Context: an optimization exercise on an open-source flow, tuned for small area. The choices shown serve that exercise and are no tape-out recipe. The RTL was checked by simulation tests, not by an equivalence proof against the original design. Power figures rest on the tool's default switching activity, not on a simulated workload.

Setup of run A:
// apb_spi_master
module apb_spi_master (
    input  wire        pclk_i,
    input  wire        rst_n_i,
    input  wire        psel_i,
    input  wire        penable_i,
    input  wire [ 3:0] paddr_i,
    input  wire        pwrite_i,
    input  wire [31:0] pwdata_i,
    output reg  [31:0] prdata_o,
    output wire        pready_o,
    output reg         spi_clk_o,
    output reg         spi_sdo_o,
    output wire        spi_cs_n_o,
    input  wire        spi_sdi_i
);
    localparam [2:0] S_IDLE = 3'b000, S_CMD = 3'b001, S_ADDR = 3'b011, S_DUMMY = 3'b010,
                     S_TX = 3'b101, S_RX = 3'b110, S_EOT = 3'b100;
    reg  [ 2:0] state;
    reg  [31:0] reg_cmd;      
    reg  [ 3:0] reg_addr_lo;    
    reg  [31:4] reg_addr_hi;    
    reg  [ 7:0] reg_len_lo;     
    reg  [31:8] reg_len_hi;     
    reg  [15:0] reg_wdata_lo;   
    reg  [31:16] reg_wdata_hi;  
    wire [31:0] reg_addr  = {reg_addr_hi, reg_addr_lo};
    wire [31:0] reg_len   = {reg_len_hi, reg_len_lo};
    wire [31:0] reg_wdata = {reg_wdata_hi, reg_wdata_lo};
    reg  [31:0] reg_rdata;    
    reg  [15:0] ctrl_div;     
    reg  [13:0] ctrl_mid;     
    reg         ctrl_rx;      
    reg         ctrl_tx;      
    reg         cmd_v, addr_v, len_v, wdata_v, rdata_v, div_v, mid_v;
    reg         req_rd;       
    reg         req_wr;       
    reg         cmd_b;        
    reg  [ 3:0] req_addr;
    reg  [ 7:0] req_len;
    reg  [15:0] req_wdata;
    reg         tx_busy;
    reg  [15:0] tx_cnt;
    reg         rx_busy;
    reg  [ 7:0] rx_len;
    reg  [15:0] rx_cnt;
    reg  [31:0] rx_data;
    reg         rx_wait;
    reg  [15:0] clk_cnt;
    reg         clk_q;
    wire        st_idle  = state == S_IDLE;
    wire        st_cmd   = state == S_CMD;
    wire        st_addr  = state == S_ADDR;
    wire        st_dummy = state == S_DUMMY;
    wire        st_tx    = state[2] && state[0];
    wire        st_rx    = state[2] && state[1];
    wire        st_eot   = state == S_EOT;
  ...
Size: roughly 1000 cells after synthesis, about 360 flip-flops, roughly 78 I/O pins, ~14000 um2 of cells after synthesis.
==> flow/config.mk <==
export PLATFORM = sky130hd
export DESIGN_NAME = apb_spi_master
export DESIGN_NICKNAME = apb_spi_master
export VERILOG_FILES = /design/flow/design.v
export SDC_FILE = /design/flow/constraint.sdc
export NUM_CORES = 4
export LEC_CHECK = 0
export CAP_MARGIN = 20
export CORE_MARGIN = 2
export CORE_UTILIZATION = 40
export SLEW_MARGIN = 20
export SYNTH_HIERARCHICAL = 1
export SYNTH_MINIMUM_KEEP_SIZE = 0
==> flow/constraint.sdc <==
create_clock -name core_clock -period 5.0 [get_ports {pclk_i}]
set_input_delay 1.0000 -clock core_clock [delete_from_list [all_inputs] [get_ports {pclk_i}]]
set_output_delay 1.0000 -clock core_clock [all_outputs]
set_load 0.01 [all_outputs]
standard.sh (not shown) runs the stock make flow with config.mk's settings and CLKGATE_MAP_FILE= SYNTH_SCRIPT=/design/flow/synth_recipe.tcl, a recipe that flattens the netlist after the stock synthesis.
==> flow/flow/run.sh <==
#!/bin/bash
# Standard layout, with the port buffers made of the smallest buffer cell
# (the default picks a much larger delay cell) and a clock tree without
# dummy balancing loads.
set -euo pipefail
export BUFFER_PORTS_ARGS="-buffer_cell sky130_fd_sc_hd__buf_1"
export CTS_ARGS="-sink_clustering_enable -repair_clock_nets -sink_clustering_size 9 -sink_clustering_max_diameter 30 -buf_list {sky130_fd_sc_hd__clkbuf_4} -dont_use_dummy_load"
bash standard.sh > standard_flow.log 2>&1
Modified inputs, run B compared to run A
==> flow/flow/run.sh <==
#!/bin/bash
# Standard layout, with the port buffers made of the smallest buffer cell
# (the default picks a much larger delay cell) and a clock tree without
# dummy balancing loads.
set -euo pipefail
export BUFFER_PORTS_ARGS="-buffer_cell sky130_fd_sc_hd__buf_1"
export CTS_ARGS="-sink_clustering_enable -repair_clock_nets -sink_clustering_size 16 -sink_clustering_max_diameter 60 -buf_list {sky130_fd_sc_hd__clkbuf_2 sky130_fd_sc_hd__clkbuf_4 sky130_fd_sc_hd__clkbuf_8} -dont_use_dummy_load"
bash standard.sh > standard_flow.log 2>&1
Notes after the runs:
Run B vs run A, final period utilization went up by 0.22 points. Comparing run B and run A, the lower number of clock buffers in the layout was measured on run B. In terms of overall die area, run B and run A differ only marginally. Comparing final standard cell area without fillers for run B and run A, the bigger number came from run A. Relative to run A, run B degrades setup slack of the critical path after layout. Run B: fill cell instance count of the final layout lower than run A.
Input-level comparison between run C and run B:
==> flow/flow/run.sh <==
#!/bin/bash
# Standard layout, with the port buffers made of the smallest buffer cell
# (the default picks a much larger delay cell) and a clock tree without
# dummy balancing loads.
set -euo pipefail
export BUFFER_PORTS_ARGS="-buffer_cell sky130_fd_sc_hd__buf_1"
export CTS_ARGS="-sink_clustering_enable -repair_clock_nets -sink_clustering_size 20 -sink_clustering_max_diameter 35 -buf_list {sky130_fd_sc_hd__clkbuf_2 sky130_fd_sc_hd__clkbuf_4 sky130_fd_sc_hd__clkbuf_8} -dont_use_dummy_load"
bash standard.sh > standard_flow.log 2>&1
--- outcome ---
Run C: portion of the layout cell area used by clock cells 2.6 points above run B
Run B has a lower clock network fraction of total power than run C.
When the final numbers for run B and run C were put side by side, the layout filler cell count turned out to be smaller in run C.
The higher TritonCTS buffer count of run B and run C is in run C.
Lower share of total power consumed by net switching was reported by run C, not run B.
Run C: overall routed net length higher than run B
Compared with run B, run C ends up with a larger final cell area.
Against run B, worst hold slack across all endpoints in run C came out better.
Here is what was changed in the inputs of run D compared with run C.
==> flow/flow/run.sh <==
#!/bin/bash
# Standard layout, with the port buffers made of the smallest buffer cell
# (the default picks a much larger delay cell) and a clock tree without
# dummy balancing loads.
set -euo pipefail
export BUFFER_PORTS_ARGS="-buffer_cell sky130_fd_sc_hd__buf_1"
export CTS_ARGS="-sink_clustering_enable -repair_clock_nets -sink_clustering_size 12 -sink_clustering_max_diameter 40 -buf_list {sky130_fd_sc_hd__clkbuf_4 sky130_fd_sc_hd__clkbuf_8} -dont_use_dummy_load"
bash standard.sh > standard_flow.log 2>&1
[summary]
Compared with run C, in run D power per standard cell area fell by 3.1%; worst max-slew margin expressed relative to the limit fell by 2.0 points; met2 routed wirelength rose by about 0.5%.
Per the comparison of run D with run C, signed area change from the synthesized netlist to the final layout shows a reduction of 1.1 points, power shows a reduction of about 4%, routing usage on met3 shows a reduction of 0.75 points, final cell area excluding filler cells shows a reduction of 0.96%.

## re-timing with driven ports
In the flow no input, the clock included, has a driving cell. The finished layouts below were timed again as built, in two steps.
Step 1: set_driving_cell puts a clkbuf_16 on pclk_i and a buf_2 on each other input, an assumption about the parent block.
Step 2 moves the port delays by t, midway between the first and last clock arrival at a register: inputs arrive t later, outputs are due t later. That takes back most of the time a late clock gives input paths.
Three values: ideal, step 1, step 2; two values: the first two.
run | t (ns) | setup WS [ns] | worst setup path at the end
run A | 0.731 | 0.311 / 0.311 / 0.311 | register to register
run B | 0.617 | 0.300 / 0.300 / 0.300 | register to register
run C | 0.651 | 0.315 / 0.315 / 0.315 | register to register
run D | 0.588 | 0.310 / 0.310 / 0.310 | register to register
After both steps every run listed still meets setup and hold.
